From an optimization exercise on the open Yosys and OpenROAD flow, aimed at small area, a short achievable clock period and few clock cycles per item; shortcuts taken in it are not production practice. The RTL was checked by simulation tests, not by an equivalence proof against the original design. No activity file was given, so power comes from the tool's default toggle rates.

==> flow/design.v, too long to show whole: its modules and the start of the top module <==
// module fpm: 1208 lines
// module fpm_fa: 4 lines
module fpm(
  input clk,
  input rst,
  input [31:0] number_in,
  input number_a_valid,
  output number_a_ready,
  input number_b_valid,
  output number_b_ready,
  output [31:0] number_out,
  output result_valid
);
  // ...
==> flow/flow/run.sh <==
#!/bin/bash
set -euo pipefail
bash standard.sh SETUP_SLACK_MARGIN=5.5 BUFFER_PORTS_ARGS=-buffer_cell\ sky130_fd_sc_hd__buf_1 CTS_ARGS=-sink_clustering_enable\ -repair_clock_nets\ -dont_use_dummy_load\ -buf_list\ sky130_fd_sc_hd__clkbuf_16\ -sink_clustering_size\ 35\ -sink_clustering_max_diameter\ 80 finish > standard.log 2>&1
==> flow/standard.sh <==
#!/bin/bash
# synth_recipe.tcl (not shown) runs the flow's synth.tcl, then flattens the netlist and writes it again
# the make line also repeats each setting of config.mk as NAME=value (left out here)
make -C /OpenROAD-flow-scripts/flow DESIGN_CONFIG=/design/flow/config.mk WORK_HOME=/design/flow/orfs CLKGATE_MAP_FILE= SYNTH_SCRIPT=/design/flow/synth_recipe.tcl "${@:-finish}"
==> flow/config.mk <==
export PLATFORM = sky130hd
export DESIGN_NAME = fpm
export DESIGN_NICKNAME = fpm
export VERILOG_FILES = /design/flow/design.v
export SDC_FILE = /design/flow/constraint.sdc
export NUM_CORES = 4
export LEC_CHECK = 0
export CAP_MARGIN = 20
export CORE_MARGIN = 2
export CORE_UTILIZATION = 40
export SETUP_SLACK_MARGIN = 5
export SLEW_MARGIN = 20
export SYNTH_HIERARCHICAL = 1
==> flow/constraint.sdc <==
create_clock -name core_clock -period 9.0 [get_ports {clk}]
set_input_delay 1.8000 -clock core_clock [delete_from_list [all_inputs] [get_ports {clk}]]
set_output_delay 1.8000 -clock core_clock [all_outputs]
set_load 0.01 [all_outputs]
==> flow_summary_export.csv, run 1 <==
group,metric,value,unit
run_status,outcome,"timing/DRC/antenna clean",
synth,synth-edff-count,80,
clock_network,htreeDepth,1,
clock_network,cts_buffer_depth,3,
floorplan,nWellTaps,615,
finish,n_clock_buffer,17,
synth,synth_seq_cells,255,
power,report.power.total,9.53,mW
synth,synthMuxAreaShare,0.0471,
timing,skew,0.0743,ns
clock_network,postCtsSetupBuffers,57,
route,wl_met1,22300,um
synth,synth_xor_area_frac,0.0356,
placement,dpl_worst_slack,5.00,ns
floorplan,die-area,0.0503,mm^2
synth,syn_inst,1845,
worst_setup_path,endpoint_kind,"flip-flop",
power,power_leader,"combinational logic",
finish,drive_above_1_share,0.123,
timing,rsz0062_at_grt,"true",
worst_setup_path,slowest_stage,"fa_1",
min_path,hold_class,"reg -> reg",
worst_setup_path,crit_family,"adder cells",
synth,synth_compound_area_frac,0.0681,
synth,synth_top_flop_cell,"dfxtp_1",
synth,synth_area_leaders,"fa_1 30%, dfxtp_1 18%, edfxtp_1 12%",
timing,fin_tns_setup,0,ns
route,routedWlPerCell,20.8,um
finish,area_growth_syn_to_layout,12.2,%
synth,async_reset_ff_frac,0,
worst_setup_path,crit_fanout,24,
finish,layout.nets,2362,
global_routing,grt_use_total,0.214,
Testbench counts, summed over its fixed seeds: cycles 6,440, items 3,200.
==> inputs of run 2 (changes only) <==
--- a/flow/design.v
+++ b/flow/design.v
@@ -18,17 +18,17 @@
   reg ar_q, br_q;        
   reg [31:0] ra, rb;
   reg        hb;         
   reg [4:0]  k;          
   reg [12:0] mm;         
   reg [36:0] tsn, tcn;   
   reg        c13, stlo;  
   reg [9:0]  s1_e;       
-  reg        s1_s, s1_nan, s1_inf, s1_zero, s1_slow;
+  reg        s1_s, s1_nan, s1_inf, s1_zero;
   reg [25:0] sig;        
   reg [9:0]  e;          
   reg        le0;        
   reg        s2_s, s2_nan, s2_inf, s2_zero;
   reg [31:0] out;
   wire [7:0] ea = ra[30:23];
   wire [7:0] eb = rb[30:23];
   wire ha = |ea;
==> flow/flow/run.sh (replaced) <==
#!/bin/bash
set -euo pipefail
bash standard.sh SETUP_SLACK_MARGIN=5.5 BUFFER_PORTS_ARGS=-buffer_cell\ sky130_fd_sc_hd__buf_1 CTS_ARGS=-sink_clustering_enable\ -repair_clock_nets\ -dont_use_dummy_load\ -buf_list\ sky130_fd_sc_hd__clkbuf_16\ -sink_clustering_size\ 30\ -sink_clustering_max_diameter\ 70 finish > standard.log 2>&1
==> flow/config.mk (replaced) <==
export PLATFORM = sky130hd
export DESIGN_NAME = fpm
export DESIGN_NICKNAME = fpm
export VERILOG_FILES = /design/flow/design.v
export SDC_FILE = /design/flow/constraint.sdc
export NUM_CORES = 4
export LEC_CHECK = 0
export CAP_MARGIN = 20
export CORE_MARGIN = 2
export CORE_UTILIZATION = 55
export SETUP_SLACK_MARGIN = 5
export SLEW_MARGIN = 20
export SYNTH_HIERARCHICAL = 1
==> flow_summary_export.csv, run 2 <==
group,metric,value,unit
worst_setup_path,cpMostUsedCell,"fa_1",
synth,synth.largest_area_cell,"fa_1",
worst_setup_path,cp_slowest_stage_delay,0.58,ns
synth,syn_inst,1845,
timing,final_hold_viol_count,0,
worst_setup_path,endpoint_kind,"flip-flop",
synth,synth_seq_cells,255,
min_path,hp-start,"s2_s$_DFFE_PN_",
worst_setup_path,r2r_cells,7,
synth,synth.most_common_cell,"nand2_1",
global_routing,antenna_found_initial,0,
clock_network,cts_inserted_buffers,22,
floorplan,core_area,0.0346,mm^2
worst_setup_path,crit_fanout,24,
clock_network,clock_latency,0.55,ns
placement,gp_congestion,0.882,
power,switchingPower,4.33,mW
synth,synth_top_flop_cell,"dfxtp_1",
synth,postSynthAreaPerCell,10.5,um^2
power,p_leak,8.33,nW
finish,most-common-layout-cells,"360 x nand2_1, 293 x fa_1, 171 x dfxtp_1",
global_routing,grt_pass1_vias,14315,
global_routing,grt_max_degree,48,
finish,stdcell_count,2407,
timing,rsz0062_at_grt,"true",
power,powerDensity,448,mW/mm^2
synth,yosysTopAreaCellShare,0.303,
clock_network,tritoncts,"built",
run_status,outcome,"timing/DRC/antenna clean",
power,p_int,5.36,mW
power,power_frac_clock,0.086,
synth,synth_cell_types,74,
finish,drive_above_1_share,0.126,
power,sw_frac_of_total,0.447,
timing,max_slew_margin,0.396,
worst_setup_path,crit_type,"reg -> reg",
worst_setup_path,crit_family,"adder cells",
clock_network,root_buffer,"clkbuf_16",
timing,skew,0.0570,ns
worst_setup_path,path_cells,"buf_4 -> nand2_1 -> fa_1 -> fa_1 -> fa_1 -> fa_1 -> fa_1",
floorplan,pin_count,71,
floorplan,start_util,0.561,
placement,dpl_worst_slack,4.93,ns
timing,slew_viol_final,0,
worst_setup_path,cp-start-kind,"flip-flop",
synth,yosys-top-cells-count,"361 x nand2_1, 294 x fa_1, 175 x dfxtp_1",
synth,synthesis.area,0.0194,mm^2
timing,finalSetupViolations,0,
finish,fin_util,0.625,
synth,yosysWarnings,7,
timing,fmax,292,MHz
timing,finalCritPeriodShare,0.381,
timing,min_period,3.43,ns
power,report.power.total,9.70,mW
floorplan,die-area,0.0368,mm^2
worst_setup_path,critPathBufInv,1,
finish,mostFrequentLayoutCell,"nand2_1",
clock_network,cts.sink_count,255,
worst_setup_path,cp.depth,7,
timing,whs,0.347,ns
floorplan,row_count,68,
worst_setup_path,crit_required,9.37,ns
clock_network,cts_hold_buf,0,
clock_network,cts_buffer_depth,3,
route,via_per_inst,5.75,
finish,antenna_cells,0,
worst_setup_path,worstPathArrival,3.80,ns
placement,dpl.hpwl,36800,um
placement,dpl_cell_area,0.0200,mm^2
min_path,hold_class,"reg -> reg",
synth,synth-edff-count,80,
global_routing,grt-ovfl-total,0,
timing,fin_tns_setup,0,ns
timing,finalWorstSetupSlack,5.57,ns
synth,async_reset_ff_frac,0,
worst_setup_path,worst-r2r-setup-slack,5.57,ns
finish,area_growth_syn_to_layout,11.6,%
finish,fin_area,0.0217,mm^2
worst_setup_path,slowest_stage,"fa_1",
route,drc,0,
route,firstDrtPassIters,6,
synth,synth_area_leaders,"fa_1 30%, dfxtp_1 18%, edfxtp_1 12%",
route,drtIter0Drc,905,
job,drv_cap,0,
min_path,min_path_cells,0,
placement,placedCellCount,2307,
timing,worstMarginPinSlew,0.905,ns
finish,layout.nets,2364,
route,dr_total_vias,13842,
global_routing,grt_use_total,0.294,
clock_network,clkTransAtPathRegs,0.07,ns
finish,reg.largest.list,"tcn x36, tsn x36",
global_routing,grt_pass1_wl,81700,um
worst_setup_path,r2r-end,"tcn[11]$_DFF_P_",
power,p_seq_frac,0.211,
clock_network,htreeDepth,1,
route,routedWlPerCell,22.0,um
route,ant_nets,0,
power,comb_power_share,0.702,
placement,io_buffers,70,
worst_setup_path,reg2reg_from,"mm[6]$_DFF_P_",
route,wl,53000,um
min_path,whs_endpoint,"out[31]$_DFF_P_",
finish,fill_cells,2907,
floorplan,die_h,192,um
floorplan,die_w,192,um
power,ir_worst_vdd,0.000255,V
synth,seq_area_frac_synth,0.304,
run 2: cell count changes in the layout (fill, tap and decap cells not counted), sizes merged:
| cell | before | now |
|---|---|---|
| buf | 166 | 164 |
| clkbuf | 20 | 24 |
run 2: power by group through the flow:
stage / registers [mW] / logic, mW / clock network [mW]
after floorplan: 1.93 / 4.71 / 0
after global placement: 2.13 / 6.10 / 0
after detailed placement: 2.13 / 6.27 / 0
after CTS: 2.04 / 6.48 / 0.853
after global routing: 2.08 / 7.70 / 0.891
final: 2.05 / 6.81 / 0.839
run 2: worst reg2reg max path, cell delays in order, from the launching register on:
cell	delay, ns
dfxtp_1	0.31
buf_4	0.37
nand2_1	0.17
fa_1	0.52
fa_1	0.43
fa_1	0.46
fa_1	0.58
fa_1	0.42
run 2: worst max path at each step:
| stage | startpoint | endpoint |
|---|---|---|
| CTS | tsn[0]$_DFF_P_ | le0$_DFF_P_ |
| global route | c13$_DFF_P_ | le0$_DFF_P_ |
| detailed placement | tsn[0]$_DFF_P_ | e[6]$_DFF_P_ |
| finish | mm[6]$_DFF_P_ | tcn[11]$_DFF_P_ |
| global placement | tsn[0]$_DFF_P_ | le0$_DFF_P_ |
| floorplan | vx$_SDFF_PN0_ | tcn[15]$_DFF_P_ |
run 2: layout make-up:
class / instances / area [um^2] / share of cell area
multi-input cells: 1423 / 13000 / 0.598
clock buffers: 22 / 551 / 0.0254
flip-flops and latches: 255 / 5920 / 0.273
inverters: 86 / 323 / 0.0149
well taps: 455 / 569 / 0.0263
repair buffers: 166 / 1340 / 0.0620
run 2: cells by family (layout without fill, tap and decap cells):
group / after synthesis / after routing / share of synthesized area
buffers and inverters: 178 / 274 / 0.0369
flip-flops: 255 / 255 / 0.304
multiplexers: 83 / 83 / 0.0471
XOR/XNOR: 78 / 78 / 0.0356
adder cells (fa/ha/maj): 375 / 375 / 0.355
AO/OA/AOI/OAI: 211 / 211 / 0.0681
other: 1 / 12 / 0.000193
AND/OR/NAND/NOR: 664 / 664 / 0.153
run 2: timing repair:
action / CTS / global route
resized for setup: 11 / 27
pin swaps: 2 / 10
gates cloned: 0 / 2
setup endpoints to repair: 88 / 67
setup buffers: 56 / 20
run 2: layer usage:
layer / wire length (um) / GRT usage / vias to the layer above
met5: 0 / 0 / -
met4: 1890 / 0.101 / 0
met3: 3410 / 0.0431 / 118
met2: 25500 / 0.493 / 521
met1: 22200 / 0.391 / 6926
li1: - / - / 6277
run 2: Yosys stat by module (local to each module, per instance):
module / cells / copies in the design / cell area, um^2 / flip-flops and latches
fpm: 1570 / 1 / 13900 / 255
fpm_fa: 1 / 275 / 20.0 / 0
Testbench counts of run 2, summed over its fixed seeds: cycles 6,440, items 3,200.
==> inputs of run 3 (changes only) <==
--- a/flow/config.mk
+++ b/flow/config.mk
@@ -9,3 +9,3 @@
 export CORE_MARGIN = 2
-export CORE_UTILIZATION = 55
+export CORE_UTILIZATION = 40
 export SETUP_SLACK_MARGIN = 5
==> flow_summary_export.csv, run 3 <==
group,metric,value,unit
run_status,outcome,"timing/DRC/antenna clean",
route,drc,0,
route,wl_met1,22300,um
timing,slew_viol_final,0,
synth,synth-edff-count,80,
floorplan,pin_count,71,
floorplan,die_w,224,um
worst_setup_path,crit_type,"reg -> reg",
clock_network,root_buffer,"clkbuf_16",
worst_setup_path,crit_required,9.41,ns
clock_network,tritoncts,"built",
floorplan,start_util,0.406,
floorplan,die_h,224,um
worst_setup_path,crit_fanout,24,
finish,antenna_cells,0,
synth,yosys-top-cells-count,"361 x nand2_1, 294 x fa_1, 175 x dfxtp_1",
timing,min_period,3.42,ns
synth,async_reset_ff_frac,0,
synth,postSynthAreaPerCell,10.5,um^2
timing,skew,0.0411,ns
finish,layout.nets,2364,
power,p_int,5.38,mW
finish,reg.largest.list,"tcn x36, tsn x36",
synth,yosysWarnings,7,
finish,drive_above_1_share,0.126,
finish,area_growth_syn_to_layout,12.9,%
synth,seq_area_frac_synth,0.304,
floorplan,row_count,80,
synth,syn_inst,1845,
route,routedWlPerCell,20.9,um
worst_setup_path,cp-start-kind,"flip-flop",
global_routing,grt_use_total,0.215,
synth,synth_cell_types,74,
power,powerDensity,444,mW/mm^2
clock_network,clock_latency,0.55,ns
timing,finalCritPeriodShare,0.380,
power,switchingPower,4.34,mW
timing,fin_tns_setup,0,ns
global_routing,grt_max_degree,61,
route,drtIter0Drc,1155,
route,firstDrtPassIters,5,
route,via_per_inst,5.49,
clock_network,cts.sink_count,255,
synth,synth.largest_area_cell,"fa_1",
finish,mostFrequentLayoutCell,"nand2_1",
worst_setup_path,worstPathArrival,3.83,ns
min_path,hold_class,"reg -> reg",
synth,synthesis.area,0.0194,mm^2
timing,whs,0.350,ns
placement,io_buffers,70,
power,comb_power_share,0.699,
floorplan,core_area,0.0478,mm^2
timing,worstMarginPinSlew,0.958,ns
route,ant_nets,0,
power,ir_worst_vdd,0.000203,V
clock_network,cts_buffer_depth,3,
timing,rsz0062_at_grt,"true",
timing,max_slew_margin,0.360,
global_routing,grt_pass1_wl,84100,um
floorplan,die-area,0.0503,mm^2
power,p_leak,8.34,nW
timing,finalSetupViolations,0,
route,wl_met2,25500,um
synth,yosysTopAreaCellShare,0.303,
power,power_frac_clock,0.090,
power,sw_frac_of_total,0.446,
global_routing,grt_pass1_vias,14842,
power,p_seq_frac,0.211,
worst_setup_path,endpoint_kind,"flip-flop",
synth,synth.most_common_cell,"nand2_1",
clock_network,clkTransAtPathRegs,0.08,ns
finish,most-common-layout-cells,"361 x nand2_1, 292 x fa_1, 172 x dfxtp_1",
timing,final_hold_viol_count,0,
placement,gp_congestion,0.898,
route,wl,53700,um
synth,synth_seq_cells,255,
clock_network,cts_inserted_buffers,23,
global_routing,antenna_found_initial,0,
route,dr_total_vias,14100,
placement,dpl.hpwl,37500,um
clock_network,htreeDepth,1,
timing,fmax,292,MHz
job,drv_cap,0,
synth,synth_top_flop_cell,"dfxtp_1",
synth,synth_area_leaders,"fa_1 30%, dfxtp_1 18%, edfxtp_1 12%",
global_routing,grt-ovfl-total,0,
route,wl_met3,4030,um
route,top_layer,"met4",
-- run 3: repair_timing --
item	4_1_cts	5_1_grt
gates cloned	1	1
hold buffers	0	0
gates resized for setup	8	31
endpoints found under the setup margin	86	67
pin swaps	5	10
setup buffers	56	18
hold endpoints to repair	0	0
-- run 3: layout make-up --
cell class	instances	area, um^2
clock buffers	23	576
fillers	4435	25900
flip-flops and latches	255	5910
multi-input cells	1423	12900
well taps	615	769
repair buffers	165	1390
inverters	86	323
-- run 3: power by group through the flow --
stage | Combinational, mW | Sequential (mW) | Clock, mW
6_report | 6.80 | 2.05 | 0.874
2_1_floorplan | 4.71 | 1.93 | 0
5_1_grt | 7.64 | 2.09 | 0.929
3_5_place_dp | 6.26 | 2.13 | 0
4_1_cts | 6.58 | 2.04 | 0.894
3_3_place_gp | 6.00 | 2.13 | 0
-- run 3: modules after synthesis (local to each module, per instance) --
module  copies in the design  cells  area, um^2
fpm_fa                   275      1        20.0
fpm                        1   1570       13900
-- run 3: path summary, 6_finish.rpt --
| kind | depth (start not counted) | slack [ns] | end | startpoint |
|---|---|---|---|---|
| hold reg to reg | 0 | 0.35 | out[31]$_DFF_P_ | s2_s$_DFFE_PN_ |
| hold / removal | 0 | 0.35 | out[31]$_DFF_P_ | s2_s$_DFFE_PN_ |
| setup reg to reg | 7 | 5.58 | tcn[29]$_DFF_P_ | mm[5]$_DFF_P_ |
| setup / recovery | 7 | 5.58 | tcn[29]$_DFF_P_ | mm[5]$_DFF_P_ |
-- run 3: kinds of logic (layout without fill, tap and decap cells) --
family	after synthesis	after routing	synth area share
compound gates	211	211	0.0681
xor+xnor	78	78	0.0356
fa+ha+maj	375	375	0.355
buf+inv	178	274	0.0369
flops	255	255	0.304
mux	83	83	0.0471
other cells	1	12	0.000193
simple gates	664	664	0.153
-- run 3: metrics by stage --
stage / area, um^2 / power [mW] / utilization / setup WS, ns / std cells
2_1_floorplan: 19500 / 6.64 / - / 5.54 / 1856
3_3_place_gp: 20300 / 8.12 / 0.423 / 5.09 / 2468
3_5_place_dp: 20300 / 8.39 / 0.423 / 5.00 / 2468
4_1_cts: 21600 / 9.52 / 0.452 / 5.44 / 2548
5_1_grt: 21900 / 10.7 / 0.458 / 5.39 / 2567
6_report: 21900 / 9.72 / 0.458 / 5.58 / 2567
-- run 3: routing by layer --
| metal | up-vias | track usage |
|---|---|---|
| met2 | 565 | 0.361 |
| met4 | 0 | 0.0677 |
| li1 | 6289 | - |
| met5 | - | 0 |
| met1 | 7108 | 0.286 |
| met3 | 138 | 0.0362 |
-- run 3: critical path, stage by stage (launching register included) --
cell	delay [ns]
dfxtp_1	0.30
buf_4	0.36
nand2_1	0.13
fa_1	0.50
fa_1	0.41
fa_1	0.49
fa_1	0.66
fa_1	0.43

[separate check: timing with driven ports]
In the flow no input, the clock included, has a driving cell. The finished layouts below were timed again as built, in two steps. Step 1: set_driving_cell puts a clkbuf_16 on clk and a buf_2 on each other input, an assumption about the parent block. Step 2 adds t to the input delays and takes it off the output delays; t is the mean of the earliest and latest rising clock arrival at the registers after step 1. Input paths then give back, and output paths get back, about the clock's delay inside the block. a / b / c = ideal ports / drivers / drivers and shift; a / b = the first two.
run | t, ns | slack for setup (ns) | worst register clock-pin slew, ns | worst data-port slew with drivers (ns) | pins driven straight from the clock port
run 1 | 0.563 | 5.562 / 5.562 / 5.482 | 0.12 / 0.12 | 0.04 | 1
run 2 | 0.575 | 5.574 / 5.574 / 5.529 | 0.11 / 0.11 | 0.05 | 1
run 3 | 0.583 | 5.580 / 5.580 / 5.471 | 0.09 / 0.09 | 0.04 | 1
After both steps every run listed still meets setup and hold. For run 3, which loses most, drivers alone change the setup slack by 0.000 ns; drivers and shift together by -0.109 ns.
